What follows belongs to an exercise in optimizing a design on an open flow for small area; a production flow would make more cautious choices. The RTL was checked by simulation tests, not by an equivalence proof against the original design. Power and IR drop assume default switching activity.

===== flow/design.v =====
module segdriver(decimal_in, seg);
	output [6:0] seg;
	input [3:0] decimal_in;
	wire [15:0] m = 16'd1 << decimal_in;
	assign seg[0] = |(m & 16'b0010100000010010);
	assign seg[1] = |(m & 16'b1101100001100000);
	assign seg[2] = |(m & 16'b1101000000000100);
	assign seg[3] = |(m & 16'b1000011010010010);
	assign seg[4] = |(m & 16'b0000001010111010);
	assign seg[5] = |(m & 16'b0010000010001110);
	assign seg[6] = |(m & 16'b0001000010000011);
endmodule
module lcd(CLOCK_50, RESET, KEY0, ASCIIData, writeData,
	LCD_ON, LCD_BLON, LCD_EN, LCD_RS, LCD_DATA, LCD_RW);
input CLOCK_50;
input RESET;
input KEY0;
input [6:0] ASCIIData;
input writeData;
output LCD_ON;
output LCD_BLON;
output LCD_EN;
output LCD_RS;
output LCD_RW;
output [7:0] LCD_DATA;
assign LCD_ON = 1'b1;
assign LCD_BLON = 1'b1;
assign LCD_RW = 1'b0;
localparam COUNT = 2'b00, PEND2 = 2'b01, PARK = 2'b10, PEND1 = 2'b11;
reg [1:0] mode;
reg [19:0] C;
reg [1:0] state;
reg [2:0] idx;
reg hi;
reg [3:0] lo;
reg prevWriteData;
reg [7:0] data;
reg rs;
reg F;       
wire run = mode[1] & ~RESET;
wire cEq1  = C[1] & C[3];
wire cEq21 = ~C[0] & ~C[2];
wire porEnd = (C == 20'hBFFFD);
wire delayEnd = (C == 20'h3242B);
assign LCD_EN = F & ~C[3] & (C[2] | ~C[0]);
assign LCD_RS = rs;
assign LCD_DATA = data;
wire wr = writeData & ~prevWriteData;
wire isChar = (ASCIIData >= 7'h20) && (ASCIIData != 7'h7F);
wire loadInst = (idx != 3'd5);
wire load = wr | loadInst;
wire exit1 = ~F | (cEq1 & (idx != 3'd0));
wire isUp = (ASCIIData == 7'h11);
wire isDown = (ASCIIData == 7'h12);
wire isLeft = (ASCIIData == 7'h13);
wire isRight = (ASCIIData == 7'h14);
wire isEnter = (ASCIIData == 7'h0D);
wire isEsc = (ASCIIData == 7'h1B);
wire isAddr = isUp | isDown | isLeft | isRight | isEnter;
wire [3:0] cu = {lo[2] & lo[1] & lo[0], lo[1] & lo[0], lo[0], 1'b1};
wire [3:0] cd = {~lo[2] & ~lo[1] & ~lo[0], ~lo[1] & ~lo[0], ~lo[0], 1'b1};
wire incLo = (isChar | isRight) & ~(cu[3] & lo[3]);
wire decLo = isLeft & ~(cd[3] & ~lo[3]);
wire [3:0] tgl = ({4{incLo}} & cu) | ({4{decLo}} & cd);
wire [3:0] newLo = (isEnter | isEsc) ? 4'h0 : lo ^ tgl;
wire newHi = (isDown | isEnter) ? 1'b1 : (isUp | isEsc) ? 1'b0 : hi;
reg [7:0] instData;
always @* begin
	case (idx)
		3'd0: instData = 8'h38;
		3'd1: instData = 8'h0F;
		3'd2: instData = 8'h01;
		3'd3: instData = 8'h06;
		3'd4: instData = 8'h80;
		default: instData = 8'h00;
	endcase
end
wire cZero = RESET |
	(mode == COUNT && porEnd) |
	(mode[1] && ((state == 2'd0 && !load) || (state == 2'd2 && delayEnd) || state == 2'd3));
wire cTwo = (mode == PEND2) | (mode[1] && state == 2'd1 && exit1);
wire cForce = cZero | cTwo;
always @(posedge CLOCK_50) begin
	C <= {~(C[18:0] | {19{cForce}}), ~cZero & (cTwo | ~(C[19] ^ C[16]))};
	if (RESET)
		mode <= COUNT;
	else case (mode)
		COUNT: if (porEnd) mode <= KEY0 ? PARK : PEND1;
		PARK: if (!KEY0) mode <= PEND1;
		PEND1: mode <= PEND2;
		PEND2: mode <= COUNT;
	endcase
end
always @(posedge CLOCK_50) begin
	if (!run) begin
		state <= 2'd0;
		idx <= 3'd0;
		hi <= 1'b0;
		lo <= 4'd0;
		prevWriteData <= 1'b0;
		data <= 8'd0;
		rs <= 1'b0;
		F <= 1'b0;
	end
	else begin
		prevWriteData <= writeData;
		if (F && cEq21)
			F <= 1'b0;
		case (state)
		2'd0: begin
			if (wr) begin
				hi <= newHi;
				lo <= newLo;
				rs <= isChar;
				data <= isChar ? {1'b0, ASCIIData} :
					isAddr ? {1'b1, newHi, 2'b00, newLo} :
					{7'd0, isEsc};
			end
			else if (loadInst) begin
				data <= instData;
				rs <= 1'b0;
			end
			if (load) begin
				state <= 2'd1;
				F <= 1'b1;
			end
		end
		2'd1: if (exit1) state <= 2'd2;
		2'd2: if (delayEnd) state <= 2'd3;
		2'd3: begin
			if (idx != 3'd5) idx <= idx + 3'd1;
			state <= 2'd0;
		end
		endcase
	end
end
endmodule
module ps2(CLOCK_50, RESET, PS2_CLK, PS2_DAT, LCD_ON, LCD_BLON, LCD_EN,
	LCD_RS, LCD_DATA, LCD_RW, HEX0, HEX1, HEX4, HEX5, GPIO_1, LEDR, KEY);
input CLOCK_50, RESET, PS2_CLK, PS2_DAT;
input [1:0] KEY;
output wire [6:0] HEX0;
output wire [6:0] HEX1;
output wire [6:0] HEX4;
output wire [6:0] HEX5;
output [1:0] GPIO_1;
output [1:0] LEDR;
output LCD_ON;
output LCD_BLON;
output LCD_EN;
output LCD_RS;
output LCD_RW;
output [7:0] LCD_DATA;
reg [2:0] ps2ClkSync;
reg [1:0] ps2DatSync;
always @(posedge CLOCK_50) begin
	ps2ClkSync <= {ps2ClkSync[1:0], PS2_CLK};
	ps2DatSync <= {ps2DatSync[0], PS2_DAT};
end
wire ps2ClkRise = ps2ClkSync[1] & ~ps2ClkSync[2];
wire ps2Dat = ps2DatSync[1];
reg [22:0] porLfsr;
reg resetNeg;
wire [21:0] rx = porLfsr[22:1];
wire porEnd = (porLfsr == 23'h35601F);
wire writeData = rx[21];
wire shiftOn = rx[20];
wire [6:0] ASCIIData = rx[19:13];
wire [7:0] PS2Data = rx[12:5];    
wire prevF0 = rx[4];              
wire [3:0] rxState = rx[3:0];     
wire shiftCode = (PS2Data == 8'h12) || (PS2Data == 8'h59);
wire isF0 = (PS2Data == 8'hF0);
wire brk = isF0 | prevF0;
wire [6:0] a;
asciirom rom(.sh(shiftOn), .code(PS2Data), .q(a));
wire idle = (rxState == 4'd0);
wire last = (rxState == 4'd9);
wire startBit = ps2ClkRise & idle & ~ps2Dat;
wire shiftIn = ps2ClkRise & ~idle & ~last;
wire proc = ps2ClkRise & last;
wire key = proc & ~brk & ~shiftCode;
wire [21:0] rxNext = {
	startBit ? 1'b0 : key ? 1'b1 : writeData,
	(proc & shiftCode) ? ~brk : shiftOn,
	key ? a : ASCIIData,
	shiftIn ? {ps2Dat, PS2Data[7:1]} : PS2Data,
	proc ? isF0 : prevF0,
	proc ? 4'd0 : (startBit | shiftIn) ? rxState + 4'd1 : rxState};
always @(posedge CLOCK_50) begin
	if (RESET) begin
		porLfsr <= 23'd0;
		resetNeg <= 1'b0;
	end
	else begin
		porLfsr <= {resetNeg ? rxNext : porEnd ? 22'd0 : ~porLfsr[21:0],
			~(porLfsr[22] ^ porLfsr[17])};
		resetNeg <= resetNeg | porEnd;
	end
end
wire [7:0] PS2DataOut = PS2Data & {8{resetNeg}};
wire [6:0] ASCIIDataOut = ASCIIData & {7{resetNeg}};
assign GPIO_1[0] = PS2_DAT;
assign GPIO_1[1] = PS2_CLK;
assign LEDR[0] = shiftOn & resetNeg;
assign LEDR[1] = 1'b0;
segdriver make0(PS2DataOut[3:0], HEX0);
segdriver make1(PS2DataOut[7:4], HEX1);
segdriver ascii0(ASCIIDataOut[3:0], HEX4);
segdriver ascii1({1'b0, ASCIIDataOut[6:4]}, HEX5);
lcd lcd16x2(.CLOCK_50(CLOCK_50), .RESET(RESET), .KEY0(KEY[0]),
	.ASCIIData(ASCIIData), .writeData(writeData & resetNeg),
	.LCD_ON(LCD_ON), .LCD_BLON(LCD_BLON), .LCD_EN(LCD_EN),
	.LCD_RS(LCD_RS), .LCD_DATA(LCD_DATA), .LCD_RW(LCD_RW));
endmodule
module asciirom(sh, code, q);
input sh;
input [7:0] code;
output [6:0] q;
wire c7=code[7], c6=code[6], c5=code[5], c4=code[4], c3=code[3], c2=code[2], c1=code[1], c0=code[0];
wire q6, q5, q4, q3, q2, q1, q0;
assign q = {q6, q5, q4, q3, q2, q1, q0};
wire n17, n18, n19, n20, n21, n22, n23, n24, n25, n26, n27, n28, n29, n30, n31, n32, n33, n34, n35, n36, n37, n38, n39, n40, n41, n42, n43, n44, n45, n46, n47, n48, n49, n50, n51, n52, n53, n54, n55, n56, n57, n58, n59, n60, n61, n62, n63, n64, n65, n66, n67, n68, n69, n70, n71, n72, n74, n75, n76, n77, n78, n79, n80, n81, n82, n83, n84, n85, n86, n87, n88, n89, n90, n91, n92, n93, n94, n95, n96, n97, n98, n99, n100, n101, n102, n103, n104, n105, n106, n107, n108, n109, n110, n111, n112, n113, n114, n115, n116, n117, n118, n119, n120, n121, n122, n123, n124, n125, n126, n127, n129, n130, n131, n132, n133, n134, n135, n136, n137, n138, n139, n140, n141, n142, n143, n144, n146, n147, n148, n149, n150, n151, n152, n153, n154, n155, n156, n157, n158, n159, n160, n161, n162, n163, n164, n165, n166, n168, n169, n170, n171, n172, n173, n174, n175, n176, n177, n178, n179, n180, n181, n182, n183, n185, n186, n187, n188, n189, n190, n191, n192, n193, n194, n195, n196, n197, n198, n199, n201, n202, n203, n204, n205, n206, n207, n208, n209, n210, n211, n212;
assign n17 = c4 & ~c2;
  assign n18 = ~c3 & c0;
  assign n19 = c3 & ~c0;
  assign n20 = ~n18 & ~n19;
  assign n21 = c2 & ~n20;
  assign n22 = c4 & c2;
  assign n23 = c5 & c4;
  assign n24 = n18 & n23;
  assign n25 = ~n22 & ~n24;
  assign n26 = ~n21 & n25;
  assign n27 = ~c1 & ~n26;
  assign n28 = n17 & n27;
  assign n29 = c6 & ~c5;
  assign n30 = c1 & ~c0;
  assign n31 = c2 & c0;
  assign n32 = ~c3 & ~n31;
  assign n33 = c2 & ~c1;
  assign n34 = ~c2 & c1;
  assign n35 = ~n33 & ~n34;
  assign n36 = ~c4 & ~n35;
  assign n37 = ~n32 & ~n36;
  assign n38 = ~c5 & ~n37;
  assign n39 = n30 & ~n38;
  assign n40 = ~c5 & ~c4;
  assign n41 = sh & n40;
  assign n42 = ~c6 & ~c2;
  assign n43 = c4 & ~c3;
  assign n44 = ~n42 & n43;
  assign n45 = ~n23 & n42;
  assign n46 = ~n44 & ~n45;
  assign n47 = ~n41 & n46;
  assign n48 = n39 & ~n47;
  assign n49 = ~n18 & n33;
  assign n50 = n34 & ~n43;
  assign n51 = ~n49 & ~n50;
  assign n52 = ~n19 & ~n23;
  assign n53 = ~n51 & n52;
  assign n54 = ~n48 & ~n53;
  assign n55 = n29 & ~n54;
  assign n56 = c4 & c1;
  assign n57 = ~sh & n56;
  assign n58 = ~c1 & c0;
  assign n59 = ~c3 & n58;
  assign n60 = ~n30 & ~n59;
  assign n61 = c4 & c0;
  assign n62 = n60 & ~n61;
  assign n63 = c5 & ~n43;
  assign n64 = ~n62 & n63;
  assign n65 = ~n57 & ~n64;
  assign n66 = c2 & ~n65;
  assign n67 = n35 & n60;
  assign n68 = ~c6 & ~n67;
  assign n69 = ~n38 & n68;
  assign n70 = ~n66 & n69;
  assign n71 = ~n55 & ~n70;
  assign n72 = ~n28 & n71;
  assign q6 = ~c7 & ~n72;
  assign n74 = c6 & c4;
  assign n75 = ~sh & ~n74;
  assign n76 = ~n30 & ~n58;
  assign n77 = ~sh & n76;
  assign n78 = n74 & ~n77;
  assign n79 = ~n75 & ~n78;
  assign n80 = ~n71 & n79;
  assign n81 = ~c6 & c2;
  assign n82 = ~c3 & ~n35;
  assign n83 = ~n81 & ~n82;
  assign n84 = c4 & n83;
  assign n85 = ~n33 & n76;
  assign n86 = ~n84 & ~n85;
  assign n87 = n71 & ~n86;
  assign n88 = ~c6 & c5;
  assign n89 = ~n29 & ~n88;
  assign n90 = ~n69 & n89;
  assign n91 = ~n87 & ~n90;
  assign n92 = ~n80 & n91;
  assign n93 = c6 & ~n28;
  assign n94 = c4 & ~c1;
  assign n95 = c2 & ~n94;
  assign n96 = n29 & ~n95;
  assign n97 = c2 & n48;
  assign n98 = ~n96 & ~n97;
  assign n99 = sh & n92;
  assign n100 = ~n38 & ~n99;
  assign n101 = ~n83 & ~n100;
  assign n102 = ~c6 & ~n40;
  assign n103 = ~n43 & ~n102;
  assign n104 = ~c6 & ~c3;
  assign n105 = c5 & ~n104;
  assign n106 = ~c0 & ~n105;
  assign n107 = ~n103 & ~n106;
  assign n108 = n100 & ~n107;
  assign n109 = n33 & ~n108;
  assign n110 = ~n101 & n109;
  assign n111 = ~c4 & n58;
  assign n112 = c3 & c1;
  assign n113 = ~n111 & ~n112;
  assign n114 = ~n110 & n113;
  assign n115 = ~n98 & ~n114;
  assign n116 = c4 & ~n76;
  assign n117 = ~n83 & n116;
  assign n118 = ~n48 & ~n117;
  assign n119 = c2 & ~n76;
  assign n120 = ~n18 & ~n119;
  assign n121 = n86 & n120;
  assign n122 = ~n69 & ~n121;
  assign n123 = ~n118 & n122;
  assign n124 = ~c6 & ~n123;
  assign n125 = ~n115 & n124;
  assign n126 = ~n93 & ~n125;
  assign n127 = ~n92 & ~n126;
  assign q5 = ~c7 & ~n127;
  assign n129 = n99 & n115;
  assign n130 = c5 & n112;
  assign n131 = ~n43 & ~n130;
  assign n132 = c6 & ~n131;
  assign n133 = ~n56 & ~n132;
  assign n134 = ~n28 & ~n53;
  assign n135 = ~n133 & ~n134;
  assign n136 = ~c4 & ~c3;
  assign n137 = n29 & n136;
  assign n138 = ~n102 & ~n137;
  assign n139 = ~sh & n119;
  assign n140 = ~n138 & n139;
  assign n141 = ~n48 & ~n140;
  assign n142 = ~n135 & n141;
  assign n143 = ~n110 & n142;
  assign n144 = ~n129 & n143;
  assign q4 = ~c7 & ~n144;
  assign n146 = ~c6 & ~n66;
  assign n147 = ~n122 & ~n146;
  assign n148 = ~c3 & ~n17;
  assign n149 = n39 & n148;
  assign n150 = ~n147 & n149;
  assign n151 = ~n53 & ~n86;
  assign n152 = c4 & n130;
  assign n153 = ~n24 & ~n152;
  assign n154 = ~n151 & n153;
  assign n155 = n69 & ~n154;
  assign n156 = ~c3 & n33;
  assign n157 = ~n139 & n156;
  assign n158 = ~c2 & ~n82;
  assign n159 = ~c4 & ~n31;
  assign n160 = ~n158 & n159;
  assign n161 = ~n157 & ~n160;
  assign n162 = n29 & ~n161;
  assign n163 = ~n28 & ~n162;
  assign n164 = ~n155 & n163;
  assign n165 = ~n150 & n164;
  assign n166 = ~n115 & n165;
  assign q3 = ~c7 & ~n166;
  assign n168 = n31 & n43;
  assign n169 = n44 & n69;
  assign n170 = ~n112 & ~n156;
  assign n171 = ~n22 & ~n89;
  assign n172 = ~n170 & n171;
  assign n173 = ~n169 & ~n172;
  assign n174 = ~c0 & ~n173;
  assign n175 = ~c4 & n34;
  assign n176 = ~n27 & ~n175;
  assign n177 = n107 & ~n176;
  assign n178 = ~c0 & n57;
  assign n179 = n96 & n178;
  assign n180 = ~n177 & ~n179;
  assign n181 = ~n174 & n180;
  assign n182 = ~n168 & ~n181;
  assign n183 = ~n115 & ~n182;
  assign q2 = ~c7 & ~n183;
  assign n185 = ~n19 & ~n82;
  assign n186 = c4 & n99;
  assign n187 = ~n43 & ~n186;
  assign n188 = ~c0 & ~n187;
  assign n189 = ~n185 & ~n188;
  assign n190 = n69 & ~n189;
  assign n191 = ~c5 & n147;
  assign n192 = ~n190 & ~n191;
  assign n193 = ~n135 & ~n186;
  assign n194 = c4 & c3;
  assign n195 = ~n193 & ~n194;
  assign n196 = ~n48 & ~n195;
  assign n197 = n192 & n196;
  assign n198 = n48 & n53;
  assign n199 = ~c7 & ~n198;
  assign q1 = ~n197 & n199;
  assign n201 = n136 & ~n192;
  assign n202 = ~n174 & ~n201;
  assign n203 = ~n48 & ~n202;
  assign n204 = n81 & n94;
  assign n205 = n100 & n204;
  assign n206 = sh & ~c0;
  assign n207 = n162 & ~n206;
  assign n208 = ~n135 & ~n179;
  assign n209 = ~n207 & n208;
  assign n210 = ~n123 & n209;
  assign n211 = ~n205 & n210;
  assign n212 = ~n203 & n211;
  assign q0 = ~c7 & ~n212;
endmodule

===== flow/flow/run.sh =====
#!/bin/bash
# Standard layout, except:
#  * synthesis is the standard script with a stronger ABC mapping script
#    (flow/map.abc) in place of ORFS's abc_area.script; registers are
#    mapped before ABC runs, so they are the standard synthesis's;
#  * the port buffers are plain buf_1 cells;
#  * clock tree synthesis uses clkbuf_8 cells and no dummy loads.
set -euo pipefail
here=$(pwd)
sed 's|log_cmd abc {\*}$abc_args|log_cmd abc -script '"$here"'/flow/map.abc {*}[lrange $abc_args 2 end]|' \
	"$FLOW_HOME/scripts/synth.tcl" > flow_synth.tcl
grep -q 'flow/map.abc' flow_synth.tcl
sed "s|source \$::env(SCRIPTS_DIR)/synth.tcl|source $here/flow_synth.tcl|" synth_recipe.tcl > flow_synth_recipe.tcl
grep -q 'flow_synth.tcl' flow_synth_recipe.tcl
export BUFFER_PORTS_ARGS="-buffer_cell sky130_fd_sc_hd__buf_1"
export CTS_ARGS="-sink_clustering_enable -repair_clock_nets -buf_list sky130_fd_sc_hd__clkbuf_8 -dont_use_dummy_load"
bash standard.sh SYNTH_SCRIPT="$here/flow_synth_recipe.tcl" synth > synth.log 2>&1
bash standard.sh SYNTH_SCRIPT="$here/flow_synth_recipe.tcl" finish > layout.log 2>&1

===== flow/flow/map.abc =====
strash
&get -n
&deepsyn -T 180
&put
dch
map -a
mfs2 -a
strash
dch
map -a
topo

===== flow/standard.sh =====
#!/bin/bash
# synth_recipe.tcl (not shown) runs the flow's synth.tcl, then flattens the netlist and writes it again
# the make line also repeats each setting of config.mk as NAME=value (left out here)
make -C /OpenROAD-flow-scripts/flow DESIGN_CONFIG=/design/flow/config.mk WORK_HOME=/design/flow/orfs CLKGATE_MAP_FILE= SYNTH_SCRIPT=/design/flow/synth_recipe.tcl "${@:-finish}"

===== flow/config.mk =====
export PLATFORM = sky130hd
export DESIGN_NAME = ps2
export DESIGN_NICKNAME = ps2
export VERILOG_FILES = /design/flow/design.v
export SDC_FILE = /design/flow/constraint.sdc
export NUM_CORES = 4
export LEC_CHECK = 0
export ABC_AREA = 1
export CAP_MARGIN = 20
export CORE_MARGIN = 2
export CORE_UTILIZATION = 60
export SLEW_MARGIN = 20

===== flow/constraint.sdc =====
create_clock -name core_clock -period 20.0 [get_ports {CLOCK_50}]
set_input_delay 4.0000 -clock core_clock [delete_from_list [all_inputs] [get_ports {CLOCK_50}]]
set_output_delay 4.0000 -clock core_clock [all_outputs]
set_load 0.01 [all_outputs]

==> results of run 1 <==
## cell type report
class	count	area (um2)	area share [%]
flip-flops and latches	72	1440	30.9
clock buffers	9	124	2.66
repair buffers	46	176	3.79
multi-input cells	472	2450	52.6
well taps	96	120	2.58
inverters	92	345	7.41
## flip-flops by register name, indices dropped and copies added (netlist names), 2 cells and up
| name | count |
|---|---|
| lcd16x2.idx | 3 |
| lcd16x2.data | 8 |
| ps2DatSync | 2 |
| lcd16x2.C | 20 |
| lcd16x2.state | 2 |
| lcd16x2.lo | 4 |
| lcd16x2.mode | 2 |
| porLfsr | 23 |
| ps2ClkSync | 3 |
## final timing paths
path | start | end | slack, ns | cells after the start
setup / recovery | PS2_DAT | GPIO_1[0] | 11.77 | 2
hold / removal | ps2ClkSync[0] | ps2ClkSync[1] | 0.34 | 0
setup reg to reg | porLfsr[8] | porLfsr[18] | 15.03 | 20
hold reg to reg | ps2ClkSync[0] | ps2ClkSync[1] | 0.34 | 0
## logic make-up after synthesis
logic type / synth area share [%]
buffers and inverters: 9.13
adders and majority gates: 5.85
DFF: 33.7
and+or+nand+nor: 26.3
AOI/OAI and AO/OA: 24.5
xor gates and xnor gates: 0.410
other: 0.176
## through the flow
step	cell area [um2]	power, uW	util (%)
global route	4660	309	68.2
floorplan	4290	197	-
global placement	4540	211	66.4
finish	4660	297	68.2
detailed placement	4540	211	66.4
CTS	4660	296	68.2
## cell usage after synthesis (all sizes together) (2+ instances only)
cell and count:
o21bai 2, dfxtp 72, ha 20, o21a 4, a31oi 12, clkinv 92, nand2 83, conb 2
o221ai 10, nor3 22, a22oi 6, nand3 20, nor2 124, nor4 10, o32ai 4, o211ai 2
buf 6, o22ai 13, o31ai 2, o21ai 53, a21oi 56, a211oi 4, nand4 7
## per-layer routing
layer  part of all wire (%)  routed length (um)
met1                     44                5330
met2                     44                5390
met3                    9.9                1200
met4                    2.1                 255
met5                      0                   0
## power by group through the flow
stage | combinational, uW | sequential, uW | clock (uW)
after floorplan | 36.8 | 161 | 0
after global placement | 46.8 | 164 | 0
after detailed placement | 47.3 | 164 | 0
after CTS | 47.7 | 161 | 87.7
after global routing | 54.6 | 162 | 92.0
final | 49.6 | 161 | 86.4
## layout by cell type, fill, tap and decap left out, types with 2 or more instances in the layout
master      n
a211oi_1    4
a21oi_1    56
a22oi_1     6
a31oi_1    12
buf_1      45
clkbuf_8    9
clkinv_1   92
conb_1      4
dfxtp_1    72
ha_1       20
nand2_1    83
nand3_1    20
nand4_1     7
nor2_1    124
nor3_1     22
nor4_1     10
o211ai_1    2
o21a_1      4
o21ai_0    53
o21bai_1    2
o221ai_1   10
o22ai_1    13
o31ai_1     2
o32ai_1     4
==> impl_metrics.tcl, run 1 <==
set metrics [dict create \
    status "no timing/DRC/antenna violations" \
    slew_headroom_pct 50.9 \
    cts_sinks 72 \
    startpoint_type "primary input" \
    crit_path_max_fanout 2 \
    drt-pass1-iter-count 5 \
    antenna_found_initial 0 \
    cts-resized-gates 0 \
    cp_top_family "buffers and inverters" \
    setup_tns_ns 0 \
    grt_overflow 0 \
    place_congestion 0.998 \
    end_kind "primary output" \
    max_freq_mhz 122 \
    clock_latency_ns 0.35 \
    place.detailed.hpwl_mm 9.21 \
    clock-root-buffer "clkbuf_8" \
    layout_setup_ws_ns 11.77 \
    slowest_stage "buf_1" \
    numPortBuffers 45 \
    p_per_area_mw_per_mm2 63.8 \
    grt_use_total_pct 31.8 \
    crit_path_max_incr_delay_ns 0.15 \
    fin_cells 787 \
    async_flop_share_pct 0 \
    diodes 0 \
    cts_hold_buf 0 \
    synth_top_cell_area_share_pct 33.7 \
    hold_path.class "register to register" \
    postSynthCellCount 640 \
    whs_ns 0.338 \
    grt_use_met2_pct 48.3 \
    crit_chain "buf_1, buf_1" \
    vias 4751 \
    fp.dieW_um 88.4 \
    crit_top_cell "buf_1" \
    rsz0062_at_grt "false" \
    grt-busiest-layer "met2" \
    p_clk_share_pct 29.1 \
    sw_frac_of_total_pct 30.6 \
    yosysUniqueCellTypes 37 \
    period_needed_ns 8.23 \
    crit_buf_inv 2 \
    antenna_left 0 \
    grt_max_degree 22 \
    drive_gt1_share_pct 1.88 \
    p_leak_uw 0.00169 \
    p_comb_share_pct 16.7 \
    rows 30 \
    slew_violations 0 \
    core_mm2 0.00683 \
    setup_viol 0 \
    ys_seq_area_share_pct 33.7 \
    wire_per_inst_um 15.5 \
    avgSynthCellArea_um2 6.68 \
    grt_pass1_wl_mm 19.4 \
    p_int_uw 206 \
    min_period_over_period_pct 41.2 \
    nFillCells 627 \
    syn_area_mm2 0.00428 \
    post_cts_buffers 0 \
    cts_buffers 9 \
    pin_count 51 \
    start_util_pct 62.6 \
    crit_type "primary input to primary output" \
    cts_buffer_depth 2 \
    sequentialPowerShare_pct 54.2 \
    area_growth_pct 8.95 \
    die-area_mm2 0.00782 \
    htreeDepth 3 \
    final_net_count 719 \
    yosysTopAreaCell "dfxtp_1" \
    synth-edff-count 0 \
    drv_cap 0 \
    grt_pass1_vias 4119 \
    arrival_ns 4.23 \
    viasPerCell 6.04 \
    path_clk_slew_ns 0.07 \
    worst_pin_slew_ns 0.733 \
    synth.area.top_cells "dfxtp_1 (34%), nor2_1 (11%), clkinv_1 (8.1%)" \
    ir_drop_mv 0.0532 \
    routed_wirelength_mm 12.2 \
    drt_iter0_markers 417 \
    place_ws_ns 11.76 \
    tritoncts "yes" \
    synthFlopType "dfxtp_1" \
    synth_seq_cells 72 \
    power_switching_uw 91.0 \
    grt_util_met1_pct 44.8 \
    hold_violations 0 \
    placedCellCount 778 \
    gr-usage-met3_pct 6.06 \
    worstPathRequired_ns 16.00 \
    drc_errors 0 \
    fin_worst_skew_ns 0.0240 \
    synth_warnings 2 \
    die_y_um 88.4 \
]
==> inputs of run 2 (changes only) <==
--- a/flow/flow/run.sh
+++ b/flow/flow/run.sh
@@ -15,3 +15,3 @@
 export BUFFER_PORTS_ARGS="-buffer_cell sky130_fd_sc_hd__buf_1"
-export CTS_ARGS="-sink_clustering_enable -repair_clock_nets -buf_list sky130_fd_sc_hd__clkbuf_8 -dont_use_dummy_load"
+export CTS_ARGS="-sink_clustering_enable -repair_clock_nets -buf_list {sky130_fd_sc_hd__clkbuf_4 sky130_fd_sc_hd__clkbuf_8} -dont_use_dummy_load"
 bash standard.sh SYNTH_SCRIPT="$here/flow_synth_recipe.tcl" synth > synth.log 2>&1
--- a/flow/config.mk
+++ b/flow/config.mk
@@ -10,3 +10,3 @@
 export CORE_MARGIN = 2
-export CORE_UTILIZATION = 60
+export CORE_UTILIZATION = 70
 export SLEW_MARGIN = 20
==> impl_metrics.tcl, run 2 <==
set metrics [dict create \
    largest_reg_flops 23 \
    crit_chain "buf_1, buf_1" \
    drt_iter0_markers 653 \
    power_switching_uw 92.8 \
    area_growth_pct 8.69 \
    async_flop_share_pct 0 \
    final_net_count 721 \
    rsz0062_at_grt "false" \
    drt-pass1-iter-count 9 \
    numPortBuffers 45 \
    synth-edff-count 0 \
    worstPathRequired_ns 16.00 \
    hold_path.class "register to register" \
    status "no timing/DRC/antenna violations" \
    place.detailed.hpwl_mm 9.53 \
    synth_seq_cells 72 \
    cp-startpoint "PS2_CLK" \
    antenna_found_initial 0 \
    ir_drop_mv 0.0694 \
    arrival_ns 4.24 \
    setup_tns_ns 0 \
    crit_buf_inv 2 \
    p_per_area_mw_per_mm2 64.4 \
    max_freq_mhz 121 \
    min_period_over_period_pct 41.2 \
    synthFlopType "dfxtp_1" \
    grt_max_degree 22 \
    synth_most_common_cell "nor2_1" \
    yosysTopAreaCell "dfxtp_1" \
    p_comb_share_pct 16.9 \
    antenna_left 0 \
    dpl_cell_area_mm2 0.00453 \
    synth_top_cells_by_count "nor2_1 (124), clkinv_1 (92), nand2_1 (83)" \
    final_area_mm2 0.00465 \
    cts_buffers 9 \
    grt_pass1_wl_mm 19.9 \
    start_util_pct 72.3 \
    die-area_mm2 0.00675 \
    clock-root-buffer "clkbuf_8" \
    holdCritStartpoint "ps2ClkSync[0]" \
    sequentialPowerShare_pct 54.1 \
    cp.depth 2 \
    wire_per_inst_um 16.9 \
    synth_top_cell_area_share_pct 33.7 \
    grt_pass1_vias 4375 \
    syn_area_mm2 0.00428 \
    setup_viol 0 \
    p_leak_uw 0.00170 \
    diodes 0 \
    htreeDepth 3 \
    nFillCells 424 \
    cts-resized-gates 0 \
    grt_overflow 0 \
    die_y_um 82.2 \
    clock_latency_ns 0.35 \
    crit_type "primary input to primary output" \
    fin_util_pct 78.5 \
    r2r_start "porLfsr[8]" \
    ys_seq_area_share_pct 33.7 \
    p_clk_share_pct 29.0 \
    period_needed_ns 8.24 \
    path_clk_slew_ns 0.07 \
    viasPerCell 6.60 \
    worst_pin_slew_ns 0.741 \
    synth.area.top_cells "dfxtp_1 (34%), nor2_1 (11%), clkinv_1 (8.1%)" \
    cts_hold_buf 0 \
    crit_path_max_incr_delay_ns 0.16 \
    slew_violations 0 \
    yosysUniqueCellTypes 37 \
    drv_cap 0 \
    startpoint_type "primary input" \
    core_mm2 0.00592 \
    avgSynthCellArea_um2 6.68 \
    end_kind "primary output" \
    pin_count 51 \
    synth_warnings 2 \
    postSynthCellCount 640 \
    post_cts_buffers 0 \
    cts_buffer_depth 2 \
    final_cell_mix "nor2_1 (124), clkinv_1 (92), nand2_1 (83)" \
    fp.dieW_um 82.2 \
    drive_gt1_share_pct 2.16 \
    fin_worst_skew_ns 0.0258 \
    rows 28 \
    crit_path_max_fanout 2 \
    p_int_uw 206 \
    sw_frac_of_total_pct 31.0 \
    reg.largest.list "porLfsr: 23 flops, lcd16x2.C: 20 flops, lcd16x2.data: 8 flops" \
    vias 5065 \
    cts_sinks 72 \
    slew_headroom_pct 50.3 \
    slowest_stage "buf_1" \
    crit_top_cell "buf_1" \
    cp_top_family "buffers and inverters" \
    hold_violations 0 \
    place_congestion 1.07 \
    tritoncts "yes" \
    regMostFlops "porLfsr" \
    reg2reg_depth 20 \
    drc_errors 0 \
    final_common_cell "nor2_1" \
    grt_use_total_pct 38.2 \
    routed_wirelength_mm 13.0 \
    holdPathStages 0 \
]
==> run 2: path summary, 6_finish.rpt <==
kind	to	slack (ns)
hold reg to reg	ps2ClkSync[1]	0.33
hold / removal	ps2ClkSync[1]	0.33
setup reg to reg	porLfsr[18]	15.01
setup / recovery	GPIO_1[1]	11.76
==> run 2: cells by family after synthesis <==
| logic type | count (synthesis) | share of synthesized area (%) |
|---|---|---|
| AOI/OAI and AO/OA | 176 | 24.5 |
| xor gates and xnor gates | 2 | 0.410 |
| adders and majority gates | 20 | 5.85 |
| buffers and inverters | 98 | 9.13 |
| DFF | 72 | 33.7 |
| other | 2 | 0.176 |
| and+or+nand+nor | 270 | 26.3 |
==> run 2: area by class of cell <==
class | instances | area, um2 | share of cell area, %
well taps | 75 | 93.8 | 2.02
clock buffers | 9 | 124 | 2.66
repair buffers | 48 | 191 | 4.12
multi-input cells | 472 | 2450 | 52.8
flip-flops and latches | 72 | 1440 | 31.0
inverters | 92 | 345 | 7.43
==> run 2: stage by stage <==
stage / hold slack (ns) / power [uW] / instances / setup slack, ns
after global routing: 0.344 / 309 / 768 / 11.75
after floorplan: 0.310 / 197 / 642 / 11.88
final: 0.333 / 299 / 768 / 11.76
after global placement: 0.318 / 210 / 758 / 11.76
after CTS: 0.338 / 295 / 768 / 11.76
after detailed placement: 0.316 / 212 / 759 / 11.76
==> run 2: per-layer routing <==
| layer | track usage, % | share of wire [%] | vias to the layer above |
|---|---|---|---|
| li1 | - | - | 2316 |
| met4 | 15.5 | 2.9 | 0 |
| met5 | 0 | 0 | - |
| met1 | 47.6 | 38 | 2220 |
| met2 | 61.1 | 45 | 456 |
| met3 | 12.7 | 14 | 73 |
==> run 2: power groups by stage <==
stage	combinational, uW	clock (uW)	sequential (uW)
after global routing	55.2	91.2	163
after global placement	46.2	0	164
after floorplan	36.8	0	161
after CTS	48.1	85.7	161
after detailed placement	47.6	0	164
final	50.5	86.9	162
==> inputs of run 3 (changes only) <==
--- a/flow/design.v
+++ b/flow/design.v
@@ -32,3 +32,3 @@
 reg [1:0] state;
-reg [2:0] idx;
+reg [2:0] idx;     
 reg hi;
@@ -49,5 +49,5 @@
 wire isChar = (ASCIIData >= 7'h20) && (ASCIIData != 7'h7F);
-wire loadInst = (idx != 3'd5);
+wire loadInst = (idx != 3'b100);
 wire load = wr | loadInst;
-wire exit1 = ~F | (cEq1 & (idx != 3'd0));
+wire exit1 = ~F | (cEq1 & (idx != 3'b000));
 wire isUp = (ASCIIData == 7'h11);
@@ -69,7 +69,7 @@
 	case (idx)
-		3'd0: instData = 8'h38;
-		3'd1: instData = 8'h0F;
-		3'd2: instData = 8'h01;
-		3'd3: instData = 8'h06;
-		3'd4: instData = 8'h80;
+		3'b000: instData = 8'h38;
+		3'b001: instData = 8'h0F;
+		3'b011: instData = 8'h01;
+		3'b111: instData = 8'h06;
+		3'b110: instData = 8'h80;
 		default: instData = 8'h00;
@@ -130,3 +130,3 @@
 		2'd3: begin
-			if (idx != 3'd5) idx <= idx + 3'd1;
+			if (loadInst) idx <= {idx[1:0], ~idx[2]};
 			state <= 2'd0;
--- a/flow/flow/run.sh
+++ b/flow/flow/run.sh
@@ -15,3 +15,3 @@
 export BUFFER_PORTS_ARGS="-buffer_cell sky130_fd_sc_hd__buf_1"
-export CTS_ARGS="-sink_clustering_enable -repair_clock_nets -buf_list {sky130_fd_sc_hd__clkbuf_4 sky130_fd_sc_hd__clkbuf_8} -dont_use_dummy_load"
+export CTS_ARGS="-sink_clustering_enable -repair_clock_nets -buf_list sky130_fd_sc_hd__clkbuf_8 -dont_use_dummy_load"
 bash standard.sh SYNTH_SCRIPT="$here/flow_synth_recipe.tcl" synth > synth.log 2>&1
--- a/flow/config.mk
+++ b/flow/config.mk
@@ -10,3 +10,3 @@
 export CORE_MARGIN = 2
-export CORE_UTILIZATION = 70
+export CORE_UTILIZATION = 60
 export SLEW_MARGIN = 20
==> impl_metrics.tcl, run 3 <==
set metrics [dict create \
    ir_drop_mv 0.0479 \
    die-area_mm2 0.00763 \
    dpl_cell_area_mm2 0.00441 \
    tritoncts "yes" \
    muxShareOfSynthArea_pct 0 \
    cts_buffer_depth 2 \
    crit_type "primary input to primary output" \
    synth_compound_area_share_pct 24.8 \
    worst_pin_slew_ns 0.787 \
    largest_reg_flops 23 \
    status "no timing/DRC/antenna violations" \
    synthSimpleGateAreaFrac_pct 26.2 \
    rsz0062_at_grt "false" \
    synth.area.top_cells "dfxtp_1 (35%), nor2_1 (10%), clkinv_1 (8.3%)" \
    area_growth_pct 8.71 \
    fin_cells 748 \
    postSynthCellCount 617 \
    multi_input_area_mm2 0.00234 \
    cts_hold_buf 0 \
    viasPerCell 6.19 \
    reg.largest.list "porLfsr: 23 flops, lcd16x2.C: 20 flops, lcd16x2.data: 8 flops" \
    numPortBuffers 45 \
    crit_path_max_incr_delay_ns 0.15 \
    crit_end "GPIO_1[0]" \
    diodes 0 \
    reg2reg_to "porLfsr[14]" \
    drv_cap 0 \
    p_leak_uw 0.00161 \
    placedCellCount 739 \
    setup_tns_ns 0 \
    antenna_found_initial 0 \
    end_kind "primary output" \
    htreeDepth 3 \
    drive_gt1_share_pct 1.80 \
    grt_pass1_vias 4153 \
    setup_viol 0 \
    pin_count 51 \
    place_ws_ns 11.75 \
    final_area_mm2 0.00453 \
    place_congestion 0.970 \
    grt_pass1_wl_mm 18.9 \
    syn_area_mm2 0.00417 \
    grt_max_degree 24 \
    register_area_mm2 0.00144 \
    synth_top_cell_area_share_pct 34.6 \
    layout_setup_ws_ns 11.76 \
    max_freq_mhz 121 \
    drc_errors 0 \
    arrival_ns 4.24 \
    core_mm2 0.00676 \
    antenna_left 0 \
    wire_per_inst_um 15.7 \
    final_common_cell "nor2_1" \
    synth-adder-area-share_pct 4.50 \
    final_net_count 691 \
    grt_use_total_pct 31.1 \
    synth_seq_cells 72 \
    synth_top_cells_by_count "nor2_1 (114), clkinv_1 (92), nand2_1 (73)" \
    fp.dieW_um 87.3 \
    place.detailed.hpwl_mm 8.65 \
    post_cts_buffers 0 \
    ff2ff_setup_slack_ns 15.53 \
    yosysUniqueCellTypes 34 \
    clock-root-buffer "clkbuf_8" \
    routed_wirelength_mm 11.7 \
    vias 4628 \
    worstPathRequired_ns 16.00 \
    synth-edff-count 0 \
    ys_seq_area_share_pct 34.6 \
    slew_headroom_pct 47.2 \
    slew_violations 0 \
    final_cell_mix "nor2_1 (114), clkinv_1 (92), nand2_1 (73)" \
    synth_most_common_cell "nor2_1" \
    clock_latency_ns 0.35 \
    drt-pass1-iter-count 5 \
    r2r_start "porLfsr[10]" \
    hold_violations 0 \
    cp.depth 2 \
    min_period_over_period_pct 41.2 \
    crit_path_max_fanout 2 \
    avgSynthCellArea_um2 6.75 \
    yosysTopAreaCell "dfxtp_1" \
    rows 30 \
    crit_buf_inv 2 \
    drt_iter0_markers 364 \
    p_per_area_mw_per_mm2 66.0 \
    synth_top_family_by_area "simple AND/OR/NAND/NOR gates" \
    cts_buffers 9 \
    fin_util_pct 67.0 \
    hold_path.class "register to register" \
    crit_top_cell "buf_1" \
    startpoint_type "primary input" \
    fin_worst_skew_ns 0.0176 \
    reg2reg_depth 21 \
    period_needed_ns 8.24 \
    die_y_um 87.3 \
    start_util_pct 61.7 \
    async_flop_share_pct 0 \
    synth_warnings 2 \
    slowest_stage "buf_1" \
    grt_overflow 0 \
    regMostFlops "porLfsr" \
    cts-resized-gates 0 \
    cp-startpoint "PS2_DAT" \
    cp_top_family "buffers and inverters" \
    crit_chain "buf_1, buf_1" \
    nFillCells 608 \
    path_clk_slew_ns 0.07 \
    synthFlopType "dfxtp_1" \
    synth_xor_area_share_pct 0.420 \
    cts_sinks 72 \
]
run 3: changes by cell type after synthesis, moves of 3 or more:
| cell | delta |
|---|---|
| o21a_1 | -4 |
| nand3_1 | +7 |
| nor3_1 | +4 |
| a22oi_1 | +9 |
| ha_1 | -5 |
| o32ai_1 | -3 |
| o21ai_0 | -6 |
| nand2_1 | -10 |
| a31oi_1 | -4 |
| o31ai_1 | +3 |
| o22ai_1 | -7 |
| nor2_1 | -10 |
run 3: metrics by stage:
stage | total power (uW) | hold slack, ns
6_report | 299 | 0.338
3_3_place_gp | 211 | 0.315
3_5_place_dp | 212 | 0.316
2_1_floorplan | 198 | 0.310
4_1_cts | 297 | 0.339
5_1_grt | 312 | 0.353
run 3: metal layers:
metal / global-route usage [%] / share of wire (%) / up-vias
li1: - / - / 2239
met4: 16.2 / 2.9 / 0
met5: 0 / 0 / -
met3: 5.21 / 6.8 / 32
met2: 50.4 / 47 / 215
met1: 39.5 / 44 / 2142
run 3: worst min-delay path by stage:
stage                   from            end  cells past startpoint
4_1_cts        ps2DatSync[0]  ps2DatSync[1]                      0
3_3_place_gp   ps2DatSync[0]  ps2DatSync[1]                      0
3_5_place_dp   ps2DatSync[0]  ps2DatSync[1]                      0
2_1_floorplan  ps2ClkSync[0]  ps2ClkSync[1]                      0
5_1_grt        ps2DatSync[0]  ps2DatSync[1]                      0
6_report       ps2DatSync[0]  ps2DatSync[1]                      0
run 3: logic make-up after synthesis:
kind of cell,count (synthesis)
simple gates,259
compound gates,169
buf+inv,98
flops,72
fa+ha+maj,15
xor+xnor,2
other cells,2
run 3: report_power, final:
| group | switching (uW) | internal [uW] | total, uW |
|---|---|---|---|
| Sequential | 11.1 | 151 | 162 |
| Combinational | 33.6 | 15.5 | 49.1 |
| Clock | 48.1 | 40.2 | 88.3 |
run 3: final cells by class:
type	instances	area share [%]
Clock buffer	9	2.73
Inverter	92	7.62
Multi-Input combinational cell	449	51.7
Sequential cell	72	31.8
Tap cell	80	2.21
Timing Repair Buffer	46	3.90

-- re-timing with driven ports --
Ports are ideal in the flow. The routed layouts listed here were re-timed in OpenROAD. Step 1, drivers: a clkbuf_16 drives CLOCK_50 and a buf_2 each remaining input, both assumed. Step 2, shift: input delay + t, output delay - t, t = (earliest + latest rising clock arrival at the registers) / 2. This alone moves slack from input paths to output paths. Three values: ideal, step 1, step 2; two values: the first two.
run	t, ns	setup slack, ns	latest minus earliest clock arrival (ns)	worst register clock-pin slew, ns	worst slew at a driven data input, ns
run 1	0.366	11.770 / 11.746 / 11.746	0.026 / 0.026	0.08 / 0.08	0.03
run 2	0.369	11.764 / 11.739 / 11.739	0.026 / 0.026	0.08 / 0.08	0.03
run 3	0.370	11.762 / 11.736 / 11.736	0.018 / 0.018	0.08 / 0.08	0.03
After both steps every run listed still meets setup and hold. The setup slack of run 3, which loses most, moves by -0.026 ns with the drivers and by -0.026 ns with both steps.
